From an optimization exercise on the open Yosys and OpenROAD flow, aimed at small area; shortcuts taken in it are not production practice.
In this exercise RTL edits were held to simulation tests only and were not proved equivalent to the original.
Power is estimated from default activity; no workload was simulated.

main:
Design usb3_link, start of the top module:
module usb3_link (
input	wire			local_clk,
input	wire			reset_n,
input	wire	[4:0]	ltssm_state,
input	wire			ltssm_hot_reset,
output	reg				ltssm_go_disabled,
output	reg		[2:0]	ltssm_go_u,
output	reg				ltssm_go_recovery,
input	wire	[31:0]	in_data,
input	wire	[3:0]	in_datak,
input	wire			in_active,
output	reg		[31:0]	outp_data,
output	reg		[3:0]	outp_datak,
output	reg				outp_active,
input	wire			out_stall,
input	wire	[1:0]	endp_mode_rx,
input	wire	[1:0]	endp_mode_tx,
input	wire	[6:0]	dev_addr,
output	reg				prot_rx_tp,
output	reg				prot_rx_tp_hosterr,
output	reg				prot_rx_tp_retry,
output	reg				prot_rx_tp_pktpend,
output	reg		[3:0]	prot_rx_tp_subtype,
output	reg		[3:0]	prot_rx_tp_endp,
output	reg		[4:0]	prot_rx_tp_nump,
output	reg		[4:0]	prot_rx_tp_seq,
output	reg		[15:0]	prot_rx_tp_stream,
output	reg				prot_rx_dph,
output	reg				prot_rx_dph_eob,
output	reg				prot_rx_dph_setup,
output	reg				prot_rx_dph_pktpend,
output	reg		[3:0]	prot_rx_dph_endp,
output	reg		[4:0]	prot_rx_dph_seq,
output	reg		[15:0]	prot_rx_dph_len,
output	reg				prot_rx_dpp_start,
output	reg				prot_rx_dpp_done,
output	reg				prot_rx_dpp_crcgood,
input	wire			prot_tx_tp_a,
  ...
For scale: ~5500 cells after synthesis, about 1500 flip-flops, about 440 I/O pins, roughly 62000 um2 of cells after synthesis.
==> flow/config.mk <==
export PLATFORM = sky130hd
export DESIGN_NAME = usb3_link
export DESIGN_NICKNAME = usb3_link
export VERILOG_FILES = /design/flow/design.v
export SDC_FILE = /design/flow/constraint.sdc
export NUM_CORES = 4
export LEC_CHECK = 0
export CAP_MARGIN = 10
export CORE_MARGIN = 2
export CORE_UTILIZATION = 65
export SLEW_MARGIN = 10
==> flow/constraint.sdc <==
create_clock -name core_clock -period 8.0 [get_ports {local_clk}]
set_input_delay 1.6000 -clock core_clock [delete_from_list [all_inputs] [get_ports {local_clk}]]
set_output_delay 1.6000 -clock core_clock [all_outputs]
set_load 0.01 [all_outputs]
standard.sh (not shown) runs the stock make flow with config.mk's settings and CLKGATE_MAP_FILE= SYNTH_SCRIPT=/design/flow/synth_recipe.tcl, a recipe that flattens the netlist after the stock synthesis.
==> flow/flow/run.sh <==
#!/bin/bash
# Own layout flow: the standard layout (standard.sh) with one change to
# synthesis. The synthesis is ORFS's synth.tcl run through synth_recipe.tcl as
# the standard flow runs it, except that the ABC technology-mapping step uses
# flow/area.abc (area-recovering mapping, no speed-driven buffering) instead of
# ORFS's abc_speed.script. Flip-flops are mapped by dfflibmap before ABC runs,
# so the registers, their names and their cell types are the standard ones.
# Each tool's output goes to its own log in this folder.
set -euo pipefail
W=$(pwd)

# synth.tcl with the ABC call replaced
sed 's|^  log_cmd abc {\*}\$abc_args$|  log_cmd abc -script '"$W"'/flow/area.abc {*}$lib_args {*}$lib_dont_use_args|' \
  "$FLOW_HOME/scripts/synth.tcl" > "$W/area_synth.tcl"
grep -q 'flow/area.abc' "$W/area_synth.tcl"
# The standard flow's synthesis wrapper, sourcing that synth.tcl
sed 's|source \$::env(SCRIPTS_DIR)/synth.tcl|source '"$W"'/area_synth.tcl|' \
  "$W/synth_recipe.tcl" > "$W/area_synth_recipe.tcl"
grep -q 'area_synth.tcl' "$W/area_synth_recipe.tcl"

# synthesis into the folder standard.sh uses, then the standard flow from there
make -C "$FLOW_HOME" DESIGN_CONFIG="$W/config.mk" WORK_HOME="$W/orfs" CLKGATE_MAP_FILE= \
  SYNTH_SCRIPT="$W/area_synth_recipe.tcl" synth > "$W/synth.log" 2>&1
# clock tree: sink clusters of up to 25 flip-flops under one clkbuf_16, and no
# dummy loads (they only balance an already small skew)
export CTS_ARGS="-sink_clustering_enable -repair_clock_nets -dont_use_dummy_load -sink_clustering_size 25 -sink_clustering_max_diameter 100 -buf_list sky130_fd_sc_hd__clkbuf_16"
# every input and output port still gets its own buffer, the smallest one
export BUFFER_PORTS_ARGS="-buffer_cell sky130_fd_sc_hd__buf_1"
bash "$W/standard.sh" > "$W/layout.log" 2>&1
test -f "$W/out/final.def"
==> flow/flow/area.abc <==
strash
dc2
&get -n
&st
&dch
&nf
&put
strash
&get -n
&st
&dc2
&syn2
&dch -f
&nf -a
&put
strash
&get -n
&st
&dc2
&syn2
&dch -f
&nf -a
&put
main: all stages complete, timing, DRC and antenna checks passed
Here is what was changed in the inputs of the feature branch compared with main.
# main
export LEC_CHECK = 0
export CAP_MARGIN = 10
export CORE_MARGIN = 2
export CORE_UTILIZATION = 65
export SLEW_MARGIN = 10
create_clock -name core_clock -period 8.0 [get_ports {local_clk}]
# the feature branch
export LEC_CHECK = 0
export CAP_MARGIN = 10
export CORE_MARGIN = 2
export CORE_UTILIZATION = 40
export SLEW_MARGIN = 10
create_clock -name core_clock -period 8.0 [get_ports {local_clk}]
==> results.txt <==
- Delta (the feature branch minus main): layout overhead on the synthesized area went up by 1.9 points; fraction of layout cells with a size suffix above 1 went up by 0.30 points; pin count of the biggest net entering global routing went down by 42%; global-route usage went down by 12 points.
- In the tables for main and the feature branch, relative contribution of the clock network to total power reads lower with main.

[separate check: timing with driven ports]
No port has a modelled driver above. Below, the same layouts with a new extraction and two added sets of constraints. Step 1 assumes that a clkbuf_16 drives the clock port and a buf_2 every other input. Step 2 times the ports against the registers' clock, not the clock port: input delays grow and output delays shrink by t, the midpoint of the rising clock arrivals with the driver on. Three values: ideal, step 1, step 2; two values: the first two.
run	t, ns	setup slack, ns	clock arrival spread, ns	worst slew at a driven data input, ns
main	0.720	2.038 / 2.038 / 2.038	0.052 / 0.052	0.09
the feature branch	0.769	1.961 / 1.961 / 1.961	0.155 / 0.155	0.17
After both steps every run listed still meets setup and hold.
